From an optimization exercise on the open Yosys and OpenROAD flow, aimed at small area and a short achievable clock period; shortcuts taken in it are not production practice. No run shown here included a check of the RTL's function; only the layout flow was run. Power and IR drop assume default switching activity.

**design/flow/config.mk**
```make
export PLATFORM = sky130hd
export DESIGN_NAME = sorter
export DESIGN_NICKNAME = sorter
export VERILOG_FILES = /design/flow/design.v
export SDC_FILE = /design/flow/constraint.sdc
export NUM_CORES = 4
export LEC_CHECK = 0
export CAP_MARGIN = 20
export CORE_MARGIN = 2
export CORE_UTILIZATION = 30
export SETUP_SLACK_MARGIN = 5
export SLEW_MARGIN = 20
```
**design/flow/constraint.sdc**
```tcl
create_clock -name core_clock -period 10.0 [get_ports {clk}]
set_input_delay 2.0000 -clock core_clock [delete_from_list [all_inputs] [get_ports {clk}]]
set_output_delay 2.0000 -clock core_clock [all_outputs]
set_load 0.01 [all_outputs]
```
**design/flow/design.v**
```verilog
module sorter#
(
	parameter WIDTH = 16
)
(
	input clk,
	input rst,
	input [WIDTH-1:0] d1,
	input [WIDTH-1:0] d2,
	input [WIDTH-1:0] d3,
	input [WIDTH-1:0] d4,
	input start,
	input [1:0]M,
	output reg done,
	output [4*WIDTH-1:0]y
);
reg [1:0] cnt;       
reg v_r;             
reg first_r;         
reg last_r;          
wire first = ~M[0] | (cnt == 2'd0);
wire last  = ~M[0] | (cnt == 2'd3);
always@(posedge clk, negedge rst)
	begin
		if(!rst)
			begin
				cnt <= 0;
				v_r <= 0;
				first_r <= 0;
				last_r <= 0;
				done <= 0;
			end
		else
			begin
				if(start && M[0])
					cnt <= cnt + 1'b1;
				v_r <= start;
				first_r <= start & first;
				last_r <= start & last;
				done <= last_r;
			end
	end
reg [WIDTH-1:0] g [0:3];
always@(posedge clk)
	begin
		g[0] <= d1;
		g[1] <= d2;
		g[2] <= d3;
		g[3] <= d4;
	end
reg [WIDTH-1:0] s [0:3];
assign y = {s[3], s[2], s[1], s[0]};
reg c [0:3][0:3];
reg bf [0:3][0:3];
reg ps [0:3][0:4];    
reg qg [0:3][0:3];    
reg zs [0:3][0:3];    
reg [1:0] n1;
reg [2:0] n2;
reg sel;
reg [WIDTH-1:0] nxt [0:3];
integer i, j, k, m, p;
function le;
	input [WIDTH-1:0] a;
	input [WIDTH-1:0] b;
	reg [WIDTH-1:0] gg, pp;
	integer w, x;
	begin
		gg = b & ~a;
		pp = b | ~a;
		for(w = WIDTH; w > 1; w = w / 2)
			for(x = 0; x < w / 2; x = x + 1)
				begin
					gg[x] = gg[2*x+1] | (pp[2*x+1] & gg[2*x]);
					pp[x] = pp[2*x+1] & pp[2*x];
				end
		le = gg[0] | pp[0];
	end
endfunction
always@(*)
	begin
		for(j = 0; j < 4; j = j + 1)
			for(k = 0; k < 4; k = k + 1)
				c[j][k] = ~v_r | (~first_r & le(s[k], g[j]));
		for(i = 0; i < 4; i = i + 1)
			for(j = 0; j < 4; j = j + 1)
				if(i < j)
					bf[i][j] = le(g[i], g[j]);
				else if(i > j)
					bf[i][j] = ~le(g[j], g[i]);
				else
					bf[i][j] = 1'b0;
		for(j = 0; j < 4; j = j + 1)
			begin
				ps[j][0] = ~c[j][0];
				for(m = 1; m < 4; m = m + 1)
					ps[j][m] = c[j][m-1] & ~c[j][m];
				ps[j][4] = c[j][3];
				n1 = 0;
				n2 = 0;
				for(i = 0; i < 4; i = i + 1)
					if(i != j)
						n2 = n2 + bf[i][j];
				for(m = 0; m < 4; m = m + 1)
					qg[j][m] = (n2 == m);
			end
		for(k = 0; k < 4; k = k + 1)
			begin
				n2 = !c[0][k] + !c[1][k] + !c[2][k] + !c[3][k];
				for(m = 0; m < 4; m = m + 1)
					zs[k][m] = (n2 == m);
			end
		for(p = 0; p < 4; p = p + 1)
			begin
				nxt[p] = 0;
				for(j = 0; j < 4; j = j + 1)
					begin
						sel = 1'b0;
						for(m = 0; m <= p; m = m + 1)
							sel = sel | (ps[j][m] & qg[j][p-m]);
						nxt[p] = nxt[p] | ({WIDTH{sel}} & g[j]);
					end
				for(k = 0; k <= p; k = k + 1)
					nxt[p] = nxt[p] | ({WIDTH{zs[k][p-k]}} & s[k]);
			end
	end
always@(posedge clk)
	begin
		s[0] <= nxt[0];
		s[1] <= nxt[1];
		s[2] <= nxt[2];
		s[3] <= nxt[3];
	end
endmodule
```
**design/flow/run.sh**
```bash
#!/bin/bash
# synth_recipe.tcl (not shown) runs the flow's synth.tcl, then flattens the netlist and writes it again
# the make line also repeats each setting of config.mk as NAME=value (left out here)
make -C /OpenROAD-flow-scripts/flow DESIGN_CONFIG=/design/flow/config.mk WORK_HOME=/design/flow/orfs CLKGATE_MAP_FILE= SYNTH_SCRIPT=/design/flow/synth_recipe.tcl finish
```
==> flow_summary.json, run 1 <==
{
  "nets": 1762,
  "drt_wl_total_um": 68700,
  "fin_area_sq_um": 15200,
  "ff2ff_path_depth": 19,
  "crit_end": "s[3][2]$_DFF_P_",
  "grt_setup_unrepaired": "true",
  "drv_slew": 0,
  "tritoncts": "done",
  "synth_top_cell_by_area": "dfxtp_1",
  "synth_common_cells": "173 x nand2_1, 128 x dfxtp_1, 102 x clkbuf_1",
  "finClkSkew_ns": 0.0200,
  "ys_seq_area_share_pct": 22.1,
  "slowest_delay_ns": 0.57,
  "core_area_sq_um": 40600,
  "fillers": 4283,
  "antenna_found_initial": 3,
  "post-route-period-util_pct": 50.0,
  "grt_pass1_vias": 14108,
  "crit_fanout": 16,
  "drt-pass1-iter-count": 8,
  "r2r_slack_ns": 5.00,
  "setup_ws_ns": 5.00,
  "crit_start": "g[3][0]$_DFF_P_",
  "ant_nets": 0,
  "p_leak_uw": 0.00555,
  "clk_latency_ns": 0.48,
  "dieArea_sq_um": 42500,
  "syn_to_final_growth_pct": 24.2,
  "synth_edf_count": 0,
  "avgSynthCellArea_sq_um": 7.48,
  "overflow": 0,
  "dpl.cell_count": 2155,
  "cts_buffers": 17,
  "start_kind": "flip-flop",
  "dp_slack_ns": 3.65,
  "cts-root-buf": "clkbuf_16",
  "crit_type": "reg2reg",
  "drc": 0,
  "tightestPinTransition_ns": 0.906,
  "drv_cap": 0,
  "min_path_type": "reg2reg",
  "finalSetupViolCount": 0,
  "gr-usage-all-layers_pct": 31.8,
  "cts.sinks": 134,
  "dieHeight_um": 206,
  "final.min_clock_period_ns": 5.00,
  "wl_per_cell_um": 30.9,
  "place_area_sq_um": 13800,
  "post-synth-top-count-cell": "nand2_1",
  "hpwlAfterDp_um": 47400,
  "via_per_inst": 6.68,
  "vdd_ir_drop_max_v": 0.000226,
  "status": "timing/DRC/antenna clean",
  "synth_area_leaders": "dfxtp_1 21%, nand2_1 5.3%, maj3_1 5.1%",
  "grt_first_pass_wirelength_um": 97500,
  "arrival_ns": 5.34,
  "synth_cell_types": 92,
  "power_density_nw_per_um2": 326,
  "synth_area_sq_um": 12300,
  "h-tree-depth": 4,
  "critPathSlowestCell": "fa_2",
  "clock_path_buffers": 2,
  "synthCells": 1639,
  "drt-initial-drc-count": 2177,
  "r2r_end": "s[3][2]$_DFF_P_",
  "setup_tns_ns": 0,
  "port_buffers": 132,
  "crit_path_end_kind": "flip-flop",
  "slew_headroom_pct": 39.6,
  "ys_seq_elements": 134,
  "start_util_pct": 30.2,
  "gp_congestion": 1.02,
  "dr_total_vias": 14834,
  "syn-num-nets": 1726,
  "synth_flop_cell": "dfxtp_1",
  "finalNonFillerCells": 2220,
  "worstPathRequired_ns": 10.34,
  "grt_start_max_net_pins": 59,
  "fin_util_pct": 37.6,
  "io-pin-count": 134,
  "synth_top_area_share_pct": 20.9,
  "yosysWarnings": 9,
  "drive_gt1_share_pct": 16.1,
  "synthArstFlopShare_pct": 4.48,
  "timing.rr.start": "g[3][0]$_DFF_P_",
  "fp-row-count": 74,
  "max_freq_ghz": 0.200,
  "hold_viol": 0,
  "die_width_um": 206,
  "clkTransAtPathRegs_ns": 0.06,
  "cp_cell_sequence": "nor2_2 -> a21oi_1 -> o41ai_2 -> o21ai_0 -> a221o_1 -> a222oi_1 -> buf_4 -> o21ai_0 -> a22oi_1 -> o221ai_1 -> o211ai_1 -> fa_2 -> inv_1 -> a2111oi_0 -> a32oi_1 -> o211ai_2 -> buf_12 -> a221oi_1 -> o211ai_1"
}
## layout make-up
cell class                 instances  area, sq um  area share (%)
antenna                            1         2.50          0.0164
clock buffer                      20          457            3.00
clock inverter                    11          173            1.13
inverter                         116          470            3.09
multi-input combinational       1218         8710            57.2
sequential                       134         2810            18.4
tap                              532          666            4.37
timing repair buffer             188         1950            12.8
## registers in the layout, summed over array words and instances (netlist names)
register	flops
done	1
last_r	1
g	64
first_r	1
s	64
v_r	1
cnt	2
## repair_timing
item,CTS,global route
hold buffers,0,0
endpoints found under the setup margin,64,64
hold endpoints to repair,0,0
pin swaps,14,9
setup buffers,22,11
resized for setup,66,73
## per-layer routing
layer / track usage (%) / wire length [um]
met1: 40.1 / 26800
met4: 19.3 / 4800
met2: 48.8 / 29800
met5: 0 / 16
met3: 7.95 / 7250
## critical path: cells and delay by family, from the launching register on
kind,cells,cell delay (ns)
AND/OR/NAND/NOR,1,0.17
adder cells (fa/ha/maj),1,0.57
buffers and inverters,3,0.51
flip-flops,1,0.41
AO/OA/AOI/OAI,14,3.24
## worst min path at each step
stage,start,end,slack (ns),cells past startpoint
3_3_place_gp,last_r$_DFF_PN0_,done$_DFF_PN0_,0.34,0
5_1_grt,last_r$_DFF_PN0_,done$_DFF_PN0_,0.37,0
3_5_place_dp,last_r$_DFF_PN0_,done$_DFF_PN0_,0.35,0
2_1_floorplan,last_r$_DFF_PN0_,done$_DFF_PN0_,0.33,0
6_report,last_r$_DFF_PN0_,done$_DFF_PN0_,0.35,0
4_1_cts,last_r$_DFF_PN0_,done$_DFF_PN0_,0.36,0
## layout by cell type, fill, tap and decap left out, types with 23 or more instances in the layout
cell             count
dfxtp_2             41
nand2b_1            40
o22ai_1             37
a22o_1              24
a22oi_1             69
a221o_1             38
nor2b_1             39
nand4_1             23
maj3_1              63
o21ai_0             80
nor2_1              72
nand2_1            170
dfxtp_1             75
clkdlybuf4s50_1    132
a21oi_1             78
a222oi_1            45
inv_1               84
buf_4               38
nand3_1             64
## power breakdown
group	switching [uW]	leakage, uW	internal [uW]	total (uW)
clock	274	0.000303	429	703
combinational	1770	0.00409	1310	3080
sequential	487	0.00115	687	1170
total	2530	0.00555	2430	4960
## cell families (layout without fill, tap and decap cells)
group	after synthesis	in the layout	synth area share, %
XOR/XNOR	1	1	0.0714
buffers and inverters	287	335	10.1
flip-flops	134	134	22.1
AND/OR/NAND/NOR	507	507	20.4
AO/OA/AOI/OAI	610	610	38.2
other	0	1	0
adder cells (fa/ha/maj)	98	98	9.03
multiplexers	2	2	0.173
## per-stage QoR
stage | total power, uW | hold slack [ns]
after detailed placement | 3890 | 0.347
final | 4960 | 0.355
after CTS | 4780 | 0.362
after global routing | 5140 | 0.369
after floorplan | 2660 | 0.331
after global placement | 3840 | 0.335
==> run 2: changes to the inputs <==
==> design/flow/design.v (replaced) <==
module sorter#
(
	parameter WIDTH = 16
)
(
	input clk,
	input rst,
	input [WIDTH-1:0] d1,
	input [WIDTH-1:0] d2,
	input [WIDTH-1:0] d3,
	input [WIDTH-1:0] d4,
	input start,
	input [1:0]M,
	output reg done,
	output [4*WIDTH-1:0]y
);
function le;
	input [WIDTH-1:0] a;
	input [WIDTH-1:0] b;
	reg [WIDTH-1:0] gg, pp;
	integer w, x;
	begin
		gg = b & ~a;
		pp = b | ~a;
		for(w = WIDTH; w > 1; w = w / 2)
			for(x = 0; x < w / 2; x = x + 1)
				begin
					gg[x] = gg[2*x+1] | (pp[2*x+1] & gg[2*x]);
					pp[x] = pp[2*x+1] & pp[2*x];
				end
		le = gg[0] | pp[0];
	end
endfunction
reg [1:0] cnt;       
reg v_r;             
reg first_r;         
reg last_r;          
wire first = ~M[0] | (cnt == 2'd0);
wire last  = ~M[0] | (cnt == 2'd3);
always@(posedge clk, negedge rst)
	begin
		if(!rst)
			begin
				cnt <= 0;
				v_r <= 0;
				first_r <= 0;
				last_r <= 0;
				done <= 0;
			end
		else
			begin
				if(start && M[0])
					cnt <= cnt + 1'b1;
				v_r <= start;
				first_r <= start & first;
				last_r <= start & last;
				done <= last_r;
			end
	end
wire [WIDTH-1:0] d [0:3];
assign d[0] = d1;
assign d[1] = d2;
assign d[2] = d3;
assign d[3] = d4;
reg bf [0:3][0:3];    
reg [1:0] r [0:3];    
reg [WIDTH-1:0] hn [0:3];
integer i, j, k, p;
always@(*)
	begin
		for(i = 0; i < 4; i = i + 1)
			for(j = 0; j < 4; j = j + 1)
				if(i < j)
					bf[i][j] = le(d[i], d[j]);
				else if(i > j)
					bf[i][j] = ~le(d[j], d[i]);
				else
					bf[i][j] = 1'b0;
		for(j = 0; j < 4; j = j + 1)
			begin
				r[j] = 0;
				for(i = 0; i < 4; i = i + 1)
					if(i != j)
						r[j] = r[j] + bf[i][j];
			end
		for(p = 0; p < 4; p = p + 1)
			begin
				hn[p] = 0;
				for(j = 0; j < 4; j = j + 1)
					hn[p] = hn[p] | ({WIDTH{r[j] == p}} & d[j]);
			end
	end
reg [WIDTH-1:0] h [0:3];
always@(posedge clk)
	begin
		h[0] <= hn[0];
		h[1] <= hn[1];
		h[2] <= hn[2];
		h[3] <= hn[3];
	end
reg [WIDTH-1:0] s [0:3];
assign y = {s[3], s[2], s[1], s[0]};
reg c [0:3][0:3];
reg sel;
reg [WIDTH-1:0] nxt [0:3];
always@(*)
	begin
		for(k = 0; k < 4; k = k + 1)
			for(j = 0; j < 4; j = j + 1)
				c[k][j] = (k + j <= 3) ? (~v_r | (~first_r & le(s[k], h[j]))) : 1'b0;
		for(p = 0; p < 4; p = p + 1)
			begin
				nxt[p] = 0;
				for(k = 0; k <= p; k = k + 1)
					begin
						sel = c[k][p-k];
						if(p - k >= 1)
							sel = sel & ~c[k][p-k-1];
						nxt[p] = nxt[p] | ({WIDTH{sel}} & s[k]);
					end
				for(j = 0; j <= p; j = j + 1)
					begin
						sel = ~c[p-j][j];
						if(p - j >= 1)
							sel = sel & c[p-j-1][j];
						nxt[p] = nxt[p] | ({WIDTH{sel}} & h[j]);
					end
			end
	end
always@(posedge clk)
	begin
		s[0] <= nxt[0];
		s[1] <= nxt[1];
		s[2] <= nxt[2];
		s[3] <= nxt[3];
	end
endmodule
==> flow_summary.json, run 2 <==
{
  "status": "timing/DRC/antenna clean",
  "gr-usage-all-layers_pct": 24.5,
  "mostFrequentLayoutCells": "134 x nand2_1, 127 x inv_1, 112 x dfxtp_1",
  "antenna_found_initial": 0,
  "ant_nets": 0,
  "clk_latency_ns": 0.43,
  "fp-row-count": 70,
  "min_path_type": "reg2reg",
  "drv_cap": 0,
  "slowest_delay_ns": 0.54,
  "synth_flop_cell": "dfxtp_1",
  "max_freq_ghz": 0.193,
  "grt_first_pass_wirelength_um": 73800,
  "hold_path_depth": 0,
  "drive_gt1_share_pct": 16.4,
  "crit_fanout": 8,
  "clkTransAtPathRegs_ns": 0.07,
  "r2r_slack_ns": 5.68,
  "syn-num-nets": 1514,
  "min_to": "done$_DFF_PN0_",
  "setup_ws_ns": 4.83,
  "setup_tns_ns": 0,
  "worst-path-buf-inv": 3,
  "critical-path-top-delay-family": "adder cells",
  "post-synth-top-count-cell": "nand2_1",
  "yosysWarnings": 8,
  "crit_path_end_kind": "flip-flop",
  "worstPathRequired_ns": 10.32,
  "core_area_sq_um": 36800,
  "io-pin-count": 134,
  "dieArea_sq_um": 39100,
  "crit_type": "in2reg",
  "port_buffers": 132,
  "cp_cell_sequence": "buf_8 -> nor2b_4 -> maj3_2 -> maj3_2 -> maj3_2 -> maj3_2 -> maj3_2 -> maj3_2 -> nand2_2 -> a311oi_4 -> fa_2 -> buf_6 -> buf_4 -> and2_4 -> a22oi_1 -> nand2_1",
  "start_util_pct": 30.6,
  "tightestPinTransition_ns": 1.11,
  "cts-root-buf": "clkbuf_16",
  "synth_edf_count": 16,
  "synth_area_sq_um": 11200,
  "dr_total_vias": 12825,
  "synth_area_leaders": "dfxtp_1 20%, a22oi_1 9.0%, a221o_1 5.6%",
  "cts_buffers": 17,
  "p_leak_uw": 0.00524,
  "cp.depth": 16,
  "drt-pass1-iter-count": 6,
  "r2r_end": "s[3][3]$_DFF_P_",
  "drt-initial-drc-count": 1687,
  "crit_path_frequent_cell": "maj3_2",
  "drc": 0,
  "overflow": 0,
  "tritoncts": "done",
  "die_width_um": 198,
  "synthCells": 1439,
  "fin_area_sq_um": 14000,
  "synthArstFlopShare_pct": 4.48,
  "final.min_clock_period_ns": 5.17,
  "ys_seq_elements": 134,
  "p_total_uw": 5210,
  "hold_viol": 0,
  "finalSetupViolCount": 0,
  "synth_top_cell_by_area": "dfxtp_1",
  "place_area_sq_um": 12900,
  "ys_seq_area_share_pct": 25.5,
  "clock_path_buffers": 2,
  "critPathSlowestCell": "fa_2",
  "start_kind": "input pin",
  "dp_slack_ns": 3.14,
  "synth_top_area_share_pct": 19.9,
  "hold_start": "last_r$_DFF_PN0_",
  "syn_to_final_growth_pct": 24.6,
  "post-route-period-util_pct": 51.7,
  "h-tree-depth": 4,
  "avgSynthCellArea_sq_um": 7.82,
  "timing.rr.start": "h[1][13]$_DFF_P_",
  "power_density_nw_per_um2": 372,
  "grt_setup_unrepaired": "true",
  "dieHeight_um": 198,
  "holdBufCountCts": 0,
  "drt_wl_total_um": 49500,
  "hpwlAfterDp_um": 36600,
  "ff2ff_path_depth": 9,
  "synth_cell_types": 90,
  "cts.sinks": 134,
  "final_common_cell": "nand2_1",
  "drv_slew": 0,
  "finClkSkew_ns": 0.0164,
  "vdd_ir_drop_max_v": 0.000149,
  "arrival_ns": 5.49,
  "grt_pass1_vias": 12258,
  "wl_per_cell_um": 25.0,
  "slew_headroom_pct": 23.9,
  "synth_common_cells": "136 x nand2_1, 135 x a22oi_1, 132 x inv_1",
  "via_per_inst": 6.48,
  "gp_congestion": 0.973,
  "grt_start_max_net_pins": 39,
  "nets": 1572
}
-- run 2: area by class of cell --
class                      instances  area (sq um)
fill                            3705         22800
tap                              468           586
multi-input combinational       1038          7790
clock inverter                    15           149
sequential                       134          2870
timing repair buffer             169          1680
antenna                            1          2.50
clock buffer                      17           425
inverter                         137           514
-- run 2: cell families after synthesis --
logic type,count (synthesis),share of synthesized area [%]
AO/OA/AOI/OAI,579,40.5
XOR/XNOR,1,0.0779
adder cells (fa/ha/maj),70,6.79
buffers and inverters,270,10.1
flip-flops,134,25.5
multiplexers,2,0.200
AND/OR/NAND/NOR,383,16.8
-- run 2: how the worst max path moves through the flow --
stage,from,end,slack [ns]
floorplan,d3[1],h[2][12]$_DFF_P_,4.68
global placement,d2[10],h[2][8]$_DFF_P_,3.18
detailed placement,d2[10],h[1][1]$_DFF_P_,3.14
CTS,d3[0],h[0][10]$_DFF_P_,4.91
global route,d3[1],h[0][2]$_DFF_P_,4.76
finish,d3[0],h[0][2]$_DFF_P_,4.83
-- run 2: what timing repair did --
item | in CTS | in global routing
pin swaps | 19 | 45
endpoints found under the setup margin | 64 | 64
endpoints found under the hold margin | 0 | 0
setup buffers | 11 | 1
resized for setup | 118 | 80
gates cloned | 3 | 4
-- run 2: metrics by stage --
step                hold slack (ns)  util, %  std cells
finish                        0.356     38.1       1979
global route                  0.360     38.1       1978
CTS                           0.361     37.4       1972
detailed placement            0.339     35.0       1926
global placement              0.339     35.0       1926
floorplan                     0.331        -       1439
-- run 2: per-layer routing --
layer | track usage (%) | vias up | routed length (um)
met1 | 33.7 | 6182 | 21400
li1 | - | 5681 | -
met3 | 4.37 | 143 | 4480
met5 | 0 | - | 0
met4 | 9.77 | 0 | 2020
met2 | 37.7 | 819 | 21600
-- run 2: report_power, final --
part / switching, uW / total [uW] / internal (uW) / leakage, uW
clock: 295 / 627 / 332 / 0.000271
combinational: 1800 / 3110 / 1310 / 0.00379
sequential: 645 / 1480 / 835 / 0.00117
total: 2740 / 5210 / 2480 / 0.00524

==> re-timing with driven ports <==
The flow's constraints put no driver on any port. The routed layouts listed below were extracted and timed again, unchanged, in two steps. Step 1 assumes that a clkbuf_16 drives the clock port and a buf_2 every other input. Step 2 moves the port delays by t, midway between the first and last clock arrival at a register: inputs arrive t later, outputs are due t later. That takes back most of the time a late clock gives input paths. Three values: no drivers, after step 1, after step 2; two values: the first two.
| run | t, ns | setup WS [ns] | clock arrival spread, ns | worst data-port slew with drivers (ns) |
|---|---|---|---|---|
| run 1 | 0.522 | 5.003 / 5.003 / 5.003 | 0.020 / 0.020 | 0.04 |
| run 2 | 0.474 | 4.832 / 4.832 / 4.359 | 0.016 / 0.017 | 0.06 |
After both steps every run listed still meets setup and hold. The setup slack of run 2, which loses most, moves by 0.000 ns with the drivers and by -0.473 ns with both steps.
